This is an optimization exercise on Yosys and OpenROAD, whose aim is small area, a short achievable clock period and few clock cycles, not a production implementation. Only the layout flow was run in this run; the RTL was not checked for function there. In this run the design's own scripts or RTL, not TritonCTS, make the clock network. No driver is modelled on the clock port, so clock power and skew are understated where the tree is cut down; a real chip needs a root buffer or a tree. Power is estimated from default activity; no workload was simulated.

File: flow/flow/run.sh
#!/bin/bash
# Own layout flow: the standard ORFS flow (standard.sh, standard synthesis
# unchanged) with these changes, all made through ORFS's documented hook
# scripts and variables:
#  - ports are buffered with the smallest buffer (buf_1);
#  - after floorplan, every combinational cell from synthesis is set to its
#    smallest drive strength (downsize.tcl), so that only cells on slow paths
#    are sized up later;
#  - the clock tree is built by hand (mycts.tcl) in place of TritonCTS: the
#    clock port drives CLK_NROOT root buffers, which drive CLK_NBUF leaf
#    buffers, each driving one cluster of flip-flops (k-means on position).
#    Every flip-flop is exactly two buffers from the port (a balanced tree);
#  - after the clock tree (post_cts.tcl): output-port buffers are set to
#    OUT_BUF and flip-flops that drive two output buffers to OUT_FF_MULTI;
#    then repair_timing sizes up cells on the input-side paths that are
#    slower than the output paths plus MY_MARGIN_DELTA ns.
#    Then an area recovery pass (MY_RECOVER) sets each cell, largest first,
#    to the smallest size that keeps the input-side slack where repair left it.
# Each tool's output is in orfs/logs/ (one log per step, as ORFS writes
# them); make's own output goes to flow_make.log.
set -euo pipefail
HERE=$(pwd)
export BUFFER_PORTS_ARGS="-buffer_cell sky130_fd_sc_hd__buf_1"
export POST_FLOORPLAN_TCL=$HERE/flow/downsize.tcl
export PRE_CTS_TCL=$HERE/flow/mycts.tcl
export POST_CTS_TCL=$HERE/flow/post_cts.tcl
export CLK_NBUF=8
export CLK_NROOT=4
export CLK_ROOT_BUF=sky130_fd_sc_hd__buf_12
export CLK_BUF=sky130_fd_sc_hd__buf_12
export MY_MARGIN_DELTA=0.3
export OUT_FF_MULTI=sky130_fd_sc_hd__dfxtp_2
export OUT_BUF=sky130_fd_sc_hd__buf_2
export MY_SEQUENCE=sizeup
export MY_RECOVER=1
bash standard.sh finish > flow_make.log 2>&1
File: flow/flow/downsize.tcl
# Set every combinational cell from synthesis to the smallest drive strength of
# its kind (same function, e.g. nor4_4 -> nor4_1). Synthesis sizes cells for a
# guessed load; the later repair steps size up again where the placed design
# needs it. Flip-flops are left as they are.
set dont_use {}
if {[info exists ::env(DONT_USE_CELLS)]} { set dont_use $::env(DONT_USE_CELLS) }
set db [ord::get_db]
set masters {}
foreach lib [$db getLibs] { foreach m [$lib getMasters] { lappend masters $m } }
# smallest master per base name
array set best {}
foreach m $masters {
  set name [$m getName]
  if {![regexp {^(sky130_fd_sc_hd__[a-z0-9]+?)_([0-9]+)$} $name -> base drive]} continue
  set skip 0
  foreach pat $dont_use { if {[string match $pat $name]} { set skip 1 } }
  if {$skip} continue
  set area [expr {[$m getWidth] * [$m getHeight]}]
  if {![info exists best($base)] || $area < [lindex $best($base) 1]} { set best($base) [list $name $area] }
}
set n 0
foreach inst [[ord::get_db_block] getInsts] {
  set name [[$inst getMaster] getName]
  if {![regexp {^(sky130_fd_sc_hd__[a-z0-9]+?)_([0-9]+)$} $name -> base drive]} continue
  if {[regexp {__(df|edf|sdf|dl|tap|fill|decap|clkbuf|conb)} $name]} continue
  if {![info exists best($base)]} continue
  set to [lindex $best($base) 0]
  if {$to ne $name} {
    replace_cell [$inst getName] $to
    incr n
  }
}
puts "downsize: $n cells set to their smallest size"
File: flow/flow/mycts.tcl
# Hand-built clock tree, sourced before clock_tree_synthesis, which it then
# stands in for. The flip-flops are split into CLK_NBUF clusters by position
# (k-means with balanced sizes); each cluster gets one leaf buffer (CLK_BUF)
# at its centre. With CLK_NROOT set, the clock port drives CLK_NROOT root
# buffers (CLK_ROOT_BUF), each driving a group of leaf buffers, so every
# flip-flop is exactly two buffers from the port; otherwise the port drives
# the leaf buffers directly. Either way the tree is balanced: all flip-flops
# see the same number and kind of buffers.
set nbuf [expr {[info exists ::env(CLK_NBUF)] ? $::env(CLK_NBUF) : 4}]
set bufm [expr {[info exists ::env(CLK_BUF)] ? $::env(CLK_BUF) : "sky130_fd_sc_hd__clkbuf_16"}]
set block [ord::get_db_block]
set clknet [$block findNet clk]
set sinks {}
foreach it [$clknet getITerms] {
  set inst [$it getInst]
  lappend sinks [list $inst [$it getMTerm] [lindex [$inst getLocation] 0] [lindex [$inst getLocation] 1]]
}
set n [llength $sinks]
puts "mycts: $n sinks, $nbuf x $bufm"
# k-means, seeded by sorting on x then y bands
set cx {}; set cy {}
set xs [lsort -real [lmap s $sinks {lindex $s 2}]]
set ys [lsort -real [lmap s $sinks {lindex $s 3}]]
set g [expr {int(ceil(sqrt($nbuf)))}]
for {set k 0} {$k < $nbuf} {incr k} {
  set i [expr {$k % $g}]; set j [expr {$k / $g}]
  lappend cx [lindex $xs [expr {int(($i + 0.5) * $n / $g)}]]
  lappend cy [lindex $ys [expr {int(($j + 0.5) * $n / (($nbuf + $g - 1) / $g))}]]
}
set cap [expr {int(ceil(double($n) / $nbuf)) + 2}]
for {set iter 0} {$iter < 30} {incr iter} {
  # balanced assignment: greedy by distance with a size cap per cluster
  set pairs {}
  set idx 0
  foreach s $sinks {
    for {set k 0} {$k < $nbuf} {incr k} {
      set d [expr {abs([lindex $s 2] - [lindex $cx $k]) + abs([lindex $s 3] - [lindex $cy $k])}]
      lappend pairs [list $d $idx $k]
    }
    incr idx
  }
  set pairs [lsort -real -index 0 $pairs]
  set assign [lrepeat $n -1]
  set cnt [lrepeat $nbuf 0]
  foreach p $pairs {
    lassign $p d i k
    if {[lindex $assign $i] >= 0} continue
    if {[lindex $cnt $k] >= $cap} continue
    lset assign $i $k
    lset cnt $k [expr {[lindex $cnt $k] + 1}]
  }
  set sx [lrepeat $nbuf 0.0]; set sy [lrepeat $nbuf 0.0]
  for {set i 0} {$i < $n} {incr i} {
    set k [lindex $assign $i]
    lset sx $k [expr {[lindex $sx $k] + [lindex $sinks $i 2]}]
    lset sy $k [expr {[lindex $sy $k] + [lindex $sinks $i 3]}]
  }
  for {set k 0} {$k < $nbuf} {incr k} {
    if {[lindex $cnt $k] > 0} {
      lset cx $k [expr {[lindex $sx $k] / [lindex $cnt $k]}]
      lset cy $k [expr {[lindex $sy $k] / [lindex $cnt $k]}]
    }
  }
}
puts "mycts: cluster sizes $cnt"
set master [[ord::get_db] findMaster $bufm]
# With CLK_NROOT set, the port drives CLK_NROOT root buffers (CLK_ROOT_BUF),
# each of which drives a group of the leaf buffers above: two buffers from the
# port to every flip-flop.
set nroot [expr {[info exists ::env(CLK_NROOT)] ? $::env(CLK_NROOT) : 0}]
set leafsrc [lrepeat $nbuf $clknet]
if {$nroot > 0} {
  set rootm [[ord::get_db] findMaster $::env(CLK_ROOT_BUF)]
  # leaves sorted by angle-free position: split by x then y into nroot groups
  set order [lsort -real -index 1 [lmap k [lsearch -all $cnt *] {list $k [lindex $cx $k] [lindex $cy $k]}]]
  set per [expr {int(ceil(double($nbuf) / $nroot))}]
  for {set g 0} {$g < $nroot} {incr g} {
    set members [lrange $order [expr {$g * $per}] [expr {($g + 1) * $per - 1}]]
    if {![llength $members]} continue
    set mx 0.0; set my 0.0
    foreach m $members { set mx [expr {$mx + [lindex $m 1]}]; set my [expr {$my + [lindex $m 2]}] }
    set rinst [odb::dbInst_create $block $rootm "clkroot_my_$g"]
    set rnet [odb::dbNet_create $block "clkrootnet_my_$g"]
    $rnet setSigType CLOCK
    [$rinst findITerm A] connect $clknet
    [$rinst findITerm X] connect $rnet
    $rinst setLocation [expr {int($mx / [llength $members])}] [expr {int($my / [llength $members])}]
    $rinst setPlacementStatus PLACED
    foreach m $members { lset leafsrc [lindex $m 0] $rnet }
  }
}
for {set k 0} {$k < $nbuf} {incr k} {
  set inst [odb::dbInst_create $block $master "clkbuf_my_$k"]
  set net [odb::dbNet_create $block "clknet_my_$k"]
  $net setSigType CLOCK
  [$inst findITerm A] connect [lindex $leafsrc $k]
  [$inst findITerm X] connect $net
  $inst setLocation [expr {int([lindex $cx $k])}] [expr {int([lindex $cy $k])}]
  $inst setPlacementStatus PLACED
  lappend bufnets $net
}
for {set i 0} {$i < $n} {incr i} {
  set s [lindex $sinks $i]
  set it [[lindex $s 0] getITerm [lindex $s 1]]
  $it disconnect
  $it connect [lindex $bufnets [lindex $assign $i]]
}
# stand in for the tool's clock tree synthesis
rename clock_tree_synthesis ""
proc clock_tree_synthesis {args} { puts "mycts: clock_tree_synthesis skipped" }
File: flow/flow/post_cts.tcl
set_propagated_clock [all_clocks]
set out_insts {}
foreach bterm [[ord::get_db_block] getBTerms] {
  if {[$bterm getIoType] ne "OUTPUT"} continue
  foreach it [[$bterm getNet] getITerms] {
    if {![$it isOutputSignal]} continue
    set buf [$it getInst]
    if {[info exists ::env(OUT_BUF)] && [string match "*buf_*" [[$buf getMaster] getName]]} {
      replace_cell [$buf getName] $::env(OUT_BUF)
    }
    lappend out_insts $buf
    foreach bit [$buf getITerms] {
      if {![$bit isInputSignal]} continue
      foreach dit [[$bit getNet] getITerms] {
        if {[$dit isOutputSignal]} { lappend out_insts [$dit getInst] }
      }
    }
  }
}
# A flip-flop that drives more than one output buffer (with OUT_FF_ALL set,
# any flip-flop that drives an output buffer) gets OUT_FF_MULTI.
set out_insts [lsort -unique $out_insts]
if {[info exists ::env(OUT_FF_MULTI)]} {
  foreach inst $out_insts {
    if {![string match "*dfxtp_1" [[$inst getMaster] getName]]} continue
    set n 0
    foreach it [$inst getITerms] {
      if {[$it isOutputSignal]} { set n [expr {[llength [[$it getNet] getITerms]] - 1}] }
    }
    if {$n > 1 || [info exists ::env(OUT_FF_ALL)]} {
      replace_cell [$inst getName] $::env(OUT_FF_MULTI)
      puts "post_cts: [$inst getName] drives $n, set to $::env(OUT_FF_MULTI)"
    }
  }
}
set out_cells {}
foreach inst $out_insts {
  lappend out_cells [get_cells [string map {[ \[ ] \]} [$inst getName]]]
}
puts "post_cts: [llength $out_cells] output-side cells held"
if {[info exists ::env(MY_MARGIN_DELTA)]} {
  estimate_parasitics -placement
  puts "post_cts: before ws [worst_slack -max] area [rsz::design_area]"
  # The output paths set the period; size up only the input-side paths that
  # are slower than them (plus MY_MARGIN_DELTA ns).
  set out_path [find_timing_paths -to [all_outputs] -sort_by_slack -group_path_count 1]
  set margin [expr {[get_property $out_path slack] + $::env(MY_MARGIN_DELTA)}]
  puts "post_cts: output paths' slack [get_property $out_path slack], margin $margin"
  set_dont_touch $out_cells
  repair_timing -setup -setup_margin $margin -sequence $::env(MY_SEQUENCE) -skip_last_gasp
  puts "post_cts: after repair ws [worst_slack -max] area [rsz::design_area]"
  if {[info exists ::env(MY_RECOVER)]} {
    # Area recovery: walk the cells from the largest down and set each to the
    # smallest size of its kind that keeps the slack into the flip-flops at
    # or above where the repair left it (capped at the margin).
    proc in_ws {} {
      set p [find_timing_paths -to [all_registers -data_pins] -sort_by_slack -group_path_count 1]
      return [get_property $p slack]
    }
    estimate_parasitics -placement
    set floor [expr {min($margin, [in_ws])}]
    set held {}
    foreach c $out_cells { dict set held [get_full_name $c] 1 }
    set cands {}
    foreach inst [[ord::get_db_block] getInsts] {
      set m [[$inst getMaster] getName]
      if {![regexp {^(sky130_fd_sc_hd__[a-z0-9]+?)_([0-9]+)$} $m -> base drive]} continue
      if {[regexp {__(df|edf|sdf|dl|tap|fill|decap|clkbuf|conb)} $m]} continue
      if {[string match "clk*_my_*" [$inst getName]]} continue
      if {[dict exists $held [$inst getName]]} continue
      lappend cands [list [expr {[[$inst getMaster] getWidth] * [[$inst getMaster] getHeight]}] $inst $base]
    }
    set sizes {}
    foreach lib [[ord::get_db] getLibs] {
      foreach mm [$lib getMasters] {
        if {[regexp {^(sky130_fd_sc_hd__[a-z0-9]+?)_([0-9]+)$} [$mm getName] -> b d]} {
          dict lappend sizes $b [list [expr {[$mm getWidth] * [$mm getHeight]}] [$mm getName]]
        }
      }
    }
    set dont_use {}
    if {[info exists ::env(DONT_USE_CELLS)]} { set dont_use $::env(DONT_USE_CELLS) }
    set n 0
    foreach c [lsort -real -decreasing -index 0 $cands] {
      lassign $c area inst base
      set name [$inst getName]
      set cur [[$inst getMaster] getName]
      foreach s [lsort -real -index 0 [dict get $sizes $base]] {
        lassign $s a to
        if {$a >= $area} break
        set skip 0
        foreach pat $dont_use { if {[string match $pat $to]} { set skip 1 } }
        if {$skip} continue
        replace_cell $name $to
        estimate_parasitics -placement
        if {[in_ws] >= $floor} { incr n; break }
        replace_cell $name $cur
        estimate_parasitics -placement
      }
    }
    puts "post_cts: recovery resized $n cells; input-side ws [in_ws] (floor $floor)"
  }
  unset_dont_touch $out_cells
  estimate_parasitics -placement
  puts "post_cts: after ws [worst_slack -max] area [rsz::design_area]"
}
detailed_placement
File: flow/standard.sh
#!/bin/bash
# synth_recipe.tcl (not shown) runs the flow's synth.tcl, then flattens the netlist and writes it again
# the make line also repeats each setting of config.mk as NAME=value (left out here)
make -C /OpenROAD-flow-scripts/flow DESIGN_CONFIG=/design/flow/config.mk WORK_HOME=/design/flow/orfs CLKGATE_MAP_FILE= SYNTH_SCRIPT=/design/flow/synth_recipe.tcl "${@:-finish}"
File: flow/config.mk
export PLATFORM = sky130hd
export DESIGN_NAME = axi4_lite_system
export DESIGN_NICKNAME = axi4_lite_system
export VERILOG_FILES = /design/flow/design.v
export SDC_FILE = /design/flow/constraint.sdc
export NUM_CORES = 4
export LEC_CHECK = 0
export CAP_MARGIN = 20
export CORE_MARGIN = 2
export CORE_UTILIZATION = 65
export PLACE_DENSITY = 0.85
export SLEW_MARGIN = 20
export SYNTH_HIERARCHICAL = 1
export SYNTH_MINIMUM_KEEP_SIZE = 0
File: flow/constraint.sdc
create_clock -name core_clock -period 3.0 [get_ports {clk}]
set_input_delay 0.6000 -clock core_clock [delete_from_list [all_inputs] [get_ports {clk}]]
set_output_delay 0.6000 -clock core_clock [all_outputs]
set_load 0.01 [all_outputs]
File: flow/design.v
module axi4_lite_system (
    input  wire        clk,
    input  wire        resetn,
    input  wire        usr_write_req,
    input  wire        usr_read_req,
    input  wire [31:0] usr_araddr,
    input  wire [31:0] usr_awaddr,
    input  wire [31:0] usr_wdata,
    input  wire [3:0]  usr_wstrb,
    output wire [31:0] usr_rdata,
    output wire        usr_wr_busy,
    output wire        usr_wr_done,
    output wire [1:0]  usr_wr_resp,
    output wire        usr_rd_busy,
    output wire        usr_rd_done,
    output wire [1:0]  usr_rd_resp
);
    reg [31:0] slv_reg0, slv_reg1, slv_reg2, slv_reg3;
    reg [31:0] rdata;
    reg        wr_done, rd_done;
    reg        wr_err, rd_err;
    wire aw_ok = (usr_awaddr[1:0] == 2'b00);
    wire [31:0] wdata_r = usr_wdata & {32{resetn}};
    wire [3:0]  aw_lo_zero;
    wire [3:0]  req_strb;
    wire [15:0] lane_en;
    genvar r, b;
    generate
        for (b = 0; b < 4; b = b + 1) begin : g_strb
            axi_and2 u_req_strb (.a(usr_write_req), .b(usr_wstrb[b]), .y(req_strb[b]));
        end
        for (r = 0; r < 4; r = r + 1) begin : g_reg
            axi_nor2 u_aw_lo (.a(usr_awaddr[0]), .b(usr_awaddr[1]), .y(aw_lo_zero[r]));
            for (b = 0; b < 4; b = b + 1) begin : g_lane
                axi_lane #(.REG(r)) u_lane (.ok(aw_lo_zero[r]), .a(usr_awaddr[3:2]),
                                 .strb(req_strb[b]), .resetn(resetn), .en(lane_en[4*r+b]));
            end
        end
    endgenerate
    always @(posedge clk) begin
        if (lane_en[0])  slv_reg0[7:0]   <= wdata_r[7:0];
        if (lane_en[1])  slv_reg0[15:8]  <= wdata_r[15:8];
        if (lane_en[2])  slv_reg0[23:16] <= wdata_r[23:16];
        if (lane_en[3])  slv_reg0[31:24] <= wdata_r[31:24];
        if (lane_en[4])  slv_reg1[7:0]   <= wdata_r[7:0];
        if (lane_en[5])  slv_reg1[15:8]  <= wdata_r[15:8];
        if (lane_en[6])  slv_reg1[23:16] <= wdata_r[23:16];
        if (lane_en[7])  slv_reg1[31:24] <= wdata_r[31:24];
        if (lane_en[8])  slv_reg2[7:0]   <= wdata_r[7:0];
        if (lane_en[9])  slv_reg2[15:8]  <= wdata_r[15:8];
        if (lane_en[10]) slv_reg2[23:16] <= wdata_r[23:16];
        if (lane_en[11]) slv_reg2[31:24] <= wdata_r[31:24];
        if (lane_en[12]) slv_reg3[7:0]   <= wdata_r[7:0];
        if (lane_en[13]) slv_reg3[15:8]  <= wdata_r[15:8];
        if (lane_en[14]) slv_reg3[23:16] <= wdata_r[23:16];
        if (lane_en[15]) slv_reg3[31:24] <= wdata_r[31:24];
    end
    wire [15:0] rsel;
    wire [3:0]  ar_ok, ar_bad;
    wire        ar_valid = ar_ok[0];
    wire [31:0] rdata_d;
    genvar i;
    generate
        for (i = 0; i < 4; i = i + 1) begin : g_rsel
            axi_dec2 u_dec (.a0(usr_araddr[2]), .a1(usr_araddr[3]), .d(rsel[4*i +: 4]));
            axi_nor2 u_ok  (.a(usr_araddr[1]), .b(usr_araddr[0]), .y(ar_ok[i]));
            axi_or2  u_bad (.a(usr_araddr[1]), .b(usr_araddr[0]), .y(ar_bad[i]));
        end
        for (i = 0; i < 32; i = i + 1) begin : g_rbit
            axi_rbit #(.BAD(((32'hDEADDEAD >> i) & 1) != 0)) u_rbit (
                .sel(rsel[4*(i/8) +: 4]), .ok(ar_ok[i/8]), .bad(ar_bad[i/8]),
                .r({slv_reg3[i], slv_reg2[i], slv_reg1[i], slv_reg0[i]}),
                .d(rdata_d[i]));
        end
    endgenerate
    always @(posedge clk) rdata <= rdata_d;
    always @(posedge clk) begin
        wr_err <= ~aw_ok;
        rd_err <= ~ar_valid;
    end
    always @(posedge clk) begin
        wr_done <= usr_write_req & resetn;
        rd_done <= usr_read_req & resetn;
    end
    assign usr_rdata   = rdata;
    assign usr_wr_busy = wr_done;
    assign usr_wr_done = wr_done;
    assign usr_wr_resp = {2{wr_err}};
    assign usr_rd_busy = rd_done;
    assign usr_rd_done = rd_done;
    assign usr_rd_resp = {2{rd_err}};
endmodule
module axi_nor2 (input wire a, input wire b, output wire y);
    assign y = ~(a | b);
endmodule
module axi_dec2 (input wire a0, input wire a1, output wire [3:0] d);
    assign d[0] = ~a1 & ~a0;
    assign d[1] = ~a1 &  a0;
    assign d[2] =  a1 & ~a0;
    assign d[3] =  a1 &  a0;
endmodule
module axi_and2 (input wire a, input wire b, output wire y);
    assign y = a & b;
endmodule
module axi_lane #(parameter REG = 0) (
    input  wire       ok,
    input  wire [1:0] a,
    input  wire       strb,
    input  wire       resetn,
    output wire       en
);
    assign en = ~resetn | (ok & strb & (a == REG));
endmodule
module axi_or2 (input wire a, input wire b, output wire y);
    assign y = a | b;
endmodule
module axi_rbit #(parameter BAD = 1'b0) (
    input  wire [3:0] sel,
    input  wire       ok,
    input  wire       bad,
    input  wire [3:0] r,
    output wire       d
);
    wire lo, hi;
    axi_aoi22 u_lo (.a1(sel[0]), .a2(r[0]), .b1(sel[1]), .b2(r[1]), .y(lo));
    axi_aoi22 u_hi (.a1(sel[2]), .a2(r[2]), .b1(sel[3]), .b2(r[3]), .y(hi));
    generate
        if (BAD) begin : g_one
            assign d = ~(lo & hi & ok);
        end else begin : g_zero
            assign d = ~((lo & hi) | bad);
        end
    endgenerate
endmodule
module axi_aoi22 (input wire a1, input wire a2, input wire b1, input wire b2, output wire y);
    assign y = ~((a1 & a2) | (b1 & b2));
endmodule
==> results.cfg <==
[timing]
slew_violations = 0
setup_tns_ns = 0
timing.clock.skew_ns = 0.0298
rsz0062_at_grt = no
max-slew-margin-rel = 0.664
finalSetupViolCount = 0
hold_viol_final = 0
period_needed_ns = 1.47
tightest_slew_ns = 0.503
min_period_over_period = 0.490
fmax_ghz = 0.680
worst_slack_ns = 1.53
whs_ns = 0.456

[flow_run]
max_cap_viol_count = 0

[finish]
drive_gt1_frac = 0.222
antennaDiodeCount = 0
register_area_um2 = 4570
fillerInstances = 597
nets = 570
multiInputGateArea_um2 = 1310
area_delta_synth_final_pct = 7.47

[status]
status = complete, no violations

[setup_path]
startpoint_type = input pin
cp_top_family = buffers and inverters
criticalPathCategory = in -> reg
critPathBufInv = 2
slowest_stage = buf_4
cp_slowest_stage_delay_ns = 0.22
cp_max_fo = 8
cp.required_ns = 2.93
cp-startpoint = usr_wstrb[2]
path_cells = buf_1 -> and2_2 -> nand2_1 -> o31ai_1 -> buf_4
crit_path_end_kind = register
r2r-start = slv_reg2[1]
cp.arrival_ns = 1.40

[detailed_routing]
dr_wl_met2_um = 6210
wl_per_cell_um = 20.1
viasPerCell = 5.89
wl_um = 11900
m1WireLength_um = 4480
drtPass1Iterations = 5
routed-via-count = 3493
ant_nets = 0
drcViolationCount = 0
top_layer = met4
drtIter0Drc = 226
wl_met3_um = 1020

[pwr]
power_mw = 4.27
power.density_nw_per_um2 = 633
p_leak_nw = 2.29
irDropWorstVdd_uv = 496

[yosys]
synth_ff_type = edfxtp_1
syn-num-nets = 473
synth.distinct_cells = 19
synthCells = 369
synth_most_common_cell = edfxtp_1
synth.top_cell.area_share = 0.612
synth_seq_cells = 164
ys_async_sr_fraction = 0
synth_xor_area_frac = 0
synth_compound_area_frac = 0.149
syn_area_um2 = 6280
synth_area_leaders = edfxtp_1 61%, a22oi_2 13%, dfxtp_1 11%, and2_2 4.5%, nand3_1 1.8%
yosys.area_share.simple = 0.113
syn_avg_cell_area_um2 = 17.0
ys_seq_area_frac = 0.727
synthTopCellsByCount = 128 x edfxtp_1, 64 x a22oi_2, 38 x and2_2, 36 x dfxtp_1, 22 x nand3_1
synth-adder-area-share = 0
ys_warn_count = 7
synth_top_cell_by_area = edfxtp_1
synth.area.mux_share = 0
synth_edf_count = 128
synth_top_family_by_area = compound AO/OA/AOI/OAI gates

[global_routing]
grt_max_degree = 27
grt_pass1_vias = 3527
antenna_found_initial = 0
grt_pass1_wl_um = 18000
overflow = 0
grtUsageTotal = 0.227

[placement]
io_buffer_count = 87
gp_congestion = 0.761
pre_cts_ws_ns = 0.852
dp_hpwl_um = 7550

[die]
initial_core_util = 0.673
die_area_um2 = 10500
fp.dieH_um = 102
fp-row-count = 35
die_x_um = 102
core_um2 = 9330
io_pins = 144

[min_path]
hp-start = slv_reg3[26]
hp-class = reg -> reg

[clocking]
clk_pin_slew_worst_paths_ns = 0.07
clk_latency_ns = 0.23
==> per-module statistics from Yosys, one instance, submodules excluded, a selection <==
module            times used  cells  area, um^2
axi4_lite_system           1    209        4890
axi_or2                    4      1        6.26
axi_nor2                   8      1        3.75
axi_aoi22                 64      1        12.5
axi_dec2                   4      4        26.3
axi_and2                   4      1        6.26
==> final cells by class <==
| class | count | area share |
|---|---|---|
| flip-flops and latches | 164 | 0.677 |
| multi-input cells | 195 | 0.194 |
| well taps | 129 | 0.0239 |
| plain buffers | 12 | 0.0356 |
| inverters | 1 | 0.000556 |
| repair buffers | 92 | 0.0684 |
==> logic make-up (layout without fill, tap and decap cells) <==
family,after synthesis,count (layout)
AO/OA/AOI/OAI,78,78
buffers and inverters,10,105
flip-flops,164,164
AND/OR/NAND/NOR,117,117
==> worst reg2reg max path, cell delays in order (launching register included) <==
cell and delay [ns]:
edfxtp_1 0.40, a22oi_1 0.24, a21oi_1 0.11
==> metal layers <==
metal / global-route usage / vias up
met1: 0.292 / 1677
met3: 0.0260 / 22
met4: 0.0697 / 0
met5: 0 / -
li1: - / 1621
met2: 0.407 / 173
==> final timing paths <==
check / end / slack [ns] / depth (start not counted)
max: slv_reg0[19] / 1.53 / 5
min: rdata[26] / 0.46 / 2
max reg2reg: rdata[1] / 2.14 / 2
min reg2reg: rdata[26] / 0.46 / 2
==> flip-flops by register name, indices dropped and copies added, names as in the netlist <==
signal,flops
rdata,32
slv_reg3,32
rd_done,1
slv_reg0,32
slv_reg1,32
wr_done,1
wr_err,1
slv_reg2,32
rd_err,1
==> report_power, final <==
| group | total (mW) | switching [mW] | internal, mW | leakage [nW] |
|---|---|---|---|---|
| Clock | 1.25 | 0.617 | 0.632 | 0.113 |
| Sequential | 2.69 | 0.0503 | 2.64 | 1.53 |
| Combinational | 0.326 | 0.209 | 0.117 | 0.642 |
==> cell usage in the layout, fill, tap and decap left out, drive strengths merged <==
cell type / Yosys / layout
nor2: 12 / 12
clkbuf: 3 / 4
nand2: 16 / 16
inv: 1 / 1
a22oi: 64 / 64
and2: 42 / 42
dfxtp: 36 / 36
nand3: 22 / 22
o31ai: 4 / 4
or2: 5 / 5
nand4: 4 / 4
nand4b: 8 / 8
a21oi: 10 / 10
and2b: 4 / 4
edfxtp: 128 / 128
nor2b: 4 / 4
buf: 6 / 100
==> stage by stage <==
stage	cells	area [um^2]	util
after global routing	593	6750	0.723
after detailed placement	581	6310	0.677
after floorplan	369	6280	-
after global placement	581	6310	0.677
final	593	6750	0.723

-- re-timing with driven ports --
The flow's constraints put no driver on any port. The routed layout listed below was extracted and timed again, unchanged, in two steps. Step 1: set_driving_cell puts a clkbuf_16 on clk and a buf_2 on each other input, an assumption about the parent block. Step 2, shift: input delay + t, output delay - t, t = (earliest + latest rising clock arrival at the registers) / 2. This alone moves slack from input paths to output paths. Slacks: ideal / step 1 / step 2; pairs: ideal / step 1.
t, ns: 0.307
setup slack, ns: 1.530 / 1.571 / 1.264
worst setup path at the end: input to register
slew at the worst register clock pin (ns): 0.08 / 0.08
After both steps setup and hold are still met in this run. The setup slack of this run moves by +0.041 ns with the drivers and by -0.266 ns with both steps.
